This is an optimization exercise on Yosys and OpenROAD, whose aim is a short achievable clock period and few clock cycles, not a production implementation.
In this exercise RTL edits were held to simulation tests only and were not proved equivalent to the original.
No activity file was given, so power comes from the tool's default toggle rates.

== run 1 ==
## cpu
module cpu
(
input clk,
input reset,
output [15:0] o_pc_addr,
output o_pc_rd,
input [15:0] i_pc_rddata,
input [15:0] i_ldst_rddata,
output [15:0] o_ldst_wrdata,
output [15:0] o_ldst_addr,
output o_ldst_rd,
output o_ldst_wr,
output [127:0] o_tb_regs
);
For scale: about 2600 cells after synthesis, about 610 flip-flops, ~210 I/O pins, ~0.031 mm2 of cells after synthesis.
clock: 5.5 ns
lec_check: 0
cap_margin: 20
core_margin: 2
core_utilization: 35
place_density: 0.55
setup_slack_margin: 3.2
slew_margin: 20
run.sh (not shown) runs the stock make flow with config.mk's settings and CLKGATE_MAP_FILE= SYNTH_SCRIPT=/design/flow/synth_recipe.tcl, a recipe that flattens the netlist after the stock synthesis.
Testbench counts of run 1, summed over its fixed seeds: cycles 117,485.
## Diff of input files: run 2 against run 1
-- flow/config.mk --
<<< run 1, line 9
export CORE_MARGIN = 2
export CORE_UTILIZATION = 35
export PLACE_DENSITY = 0.55
export SETUP_SLACK_MARGIN = 3.2
>>> run 2, line 9
export CORE_MARGIN = 2
export CORE_UTILIZATION = 25
export PLACE_DENSITY = 0.45
export SETUP_SLACK_MARGIN = 3.2
Notes after the runs:
[run 2] share of final layout cell area taken by clock buffers and inverters rose 0.25 points relative to run 1
Summary — layout filler cell count, run 2 relative to run 1: higher, by 4384.
Compare run 1 and run 2 | sequential share of layout area lower: run 2
Looking at end point of the critical path, the fa_o[10] result is from run 1; the x_tok one comes from run 2.
Looking at area growth from synthesis to layout, run 2 sits 2.5 points higher than run 1 does.
Run 2 against run 1: detailed route wirelength on metal3 went down; number of antenna violations at the first check in global routing increased 1.
Run 2 ended up with mux4_2 as its standard cell with the maximum stage delay on the critical path; run 1 ended up with o31a_1.
Inputs modified between run 2 and run 3:
-- flow/config.mk --
<<< run 2, line 9
export CORE_MARGIN = 2
export CORE_UTILIZATION = 25
export PLACE_DENSITY = 0.45
export SETUP_SLACK_MARGIN = 3.2
>>> run 3, line 9
export CORE_MARGIN = 2
export CORE_UTILIZATION = 45
export PLACE_DENSITY = 0.7
export SETUP_SLACK_MARGIN = 3.2
Die area shrinks by more than a quarter when moving from run 2 to run 3.
Compared with run 2, in run 3 stage delay of the slowest cell on the critical path rose 0.12 ns; number of design-rule violations left by the first detailed-router iteration grew by about 80%; wire length has decreased.
Inputs modified between run 3 and run 4:
-- flow/config.mk --
<<< run 3, line 9
export CORE_MARGIN = 2
export CORE_UTILIZATION = 45
export PLACE_DENSITY = 0.7
export SETUP_SLACK_MARGIN = 3.2
export SLEW_MARGIN = 20
>>> run 4, line 9
export CORE_MARGIN = 2
export CORE_UTILIZATION = 35
export PLACE_DENSITY = 0.55
export SETUP_SLACK_MARGIN = 3.6
export SLEW_MARGIN = 20
Results
A worst-path cell with the longest stage delay of or4b_4 is what run 4 shows, while mux4_2 belongs to run 3. Run 3 has a lower combinational power than run 4. Changes observed in run 4 relative to run 3: wire length reported by the detailed router higher; routed via count divided by cell count saw a decrease; utilization now smaller; worst hold slack closely matched the old numbers. Compared with run 3, run 4 shows cell area higher by 5.4%. Changes observed in run 4 relative to run 3: multi-input logic portion of the cell area fell 0.24 points, post-synthesis compound-gate area fraction about even. Measured against each other, run 4 and run 3 differ in met1 wire length, the lower figure coming from run 3.

========
cpu again, from the RTL that the note above started with.
export LEC_CHECK = 0
export CAP_MARGIN = 20
export CORE_MARGIN = 2
export CORE_UTILIZATION = 40
export PLACE_DENSITY = 0.6
export SETUP_SLACK_MARGIN = 3.5
export SLEW_MARGIN = 20
create_clock -name core_clock -period 5.5 [get_ports {clk}]
The first run finished clean.
Testbench counts at the start, summed over its fixed seeds: cycles 117,485.
Rerun with:
--- a/flow/config.mk
+++ b/flow/config.mk
@@ -9,5 +9,5 @@
 export CORE_MARGIN = 2
-export CORE_UTILIZATION = 40
-export PLACE_DENSITY = 0.6
-export SETUP_SLACK_MARGIN = 3.5
+export CORE_UTILIZATION = 30
+export PLACE_DENSITY = 0.5
+export SETUP_SLACK_MARGIN = 3.2
 export SLEW_MARGIN = 20
Result: Wire length shrinks by about 3%. Area after synthesis stays the same. Setup slack improves by 0.10 ns. Maximum frequency grows by about 3.7%. Count of clock-buffer cells in the layout grows by 4.
Rerun with:
--- a/flow/config.mk
+++ b/flow/config.mk
@@ -9,5 +9,5 @@
 export CORE_MARGIN = 2
-export CORE_UTILIZATION = 30
-export PLACE_DENSITY = 0.5
-export SETUP_SLACK_MARGIN = 3.2
+export CORE_UTILIZATION = 40
+export PLACE_DENSITY = 0.6
+export SETUP_SLACK_MARGIN = 3
 export SLEW_MARGIN = 20
Outcome:
- The changed run finished clean
- total power drops by 3.2%
- wire length decreases by 4.3%
- design area drops by 3.4%
- combinational power drops by about 9%
- critical path depth went down by 3
- count of clock-buffer cells in the layout fell by 8
- die area fell by 25%
- utilization goes up by 12 points
- sequential share of layout area went up by 1.3 points

[re-timing with driven ports]
How much do the figures lean on ideal ports? The routed layouts below were timed once more, with nothing changed but the port constraints.
Step 1: set_driving_cell puts a clkbuf_16 on clk and a buf_2 on each other input, an assumption about the parent block.
Step 2 times the ports against the registers' clock, not the clock port: input delays grow and output delays shrink by t, the midpoint of the rising clock arrivals with the driver on.
a / b / c = ideal ports / drivers / drivers and shift; a / b = the first two.
run	t (ns)	setup slack, ns	slew at the worst register clock pin (ns)	worst data-port slew with drivers (ns)	cell pins on the clock port's net
run 1	0.680	2.746 / 2.739 / 2.059	0.07 / 0.07	0.13	1
run 2	0.702	2.659 / 2.633 / 1.931	0.07 / 0.07	0.20	1
run 3	0.696	2.700 / 2.591 / 1.895	0.07 / 0.07	0.18	1
run 4	0.711	2.608 / 2.625 / 1.914	0.07 / 0.07	0.08	1
the first run of note 2	0.692	2.689 / 2.673 / 1.981	0.07 / 0.07	0.09	1
the second run of note 2	0.717	2.788 / 2.792 / 2.075	0.07 / 0.07	0.12	1
the third run of note 2	0.689	2.670 / 2.670 / 1.994	0.07 / 0.07	0.09	1
After both steps every run listed still meets setup and hold. For run 3, which loses most, drivers alone change the setup slack by -0.109 ns; drivers and shift together by -0.805 ns.
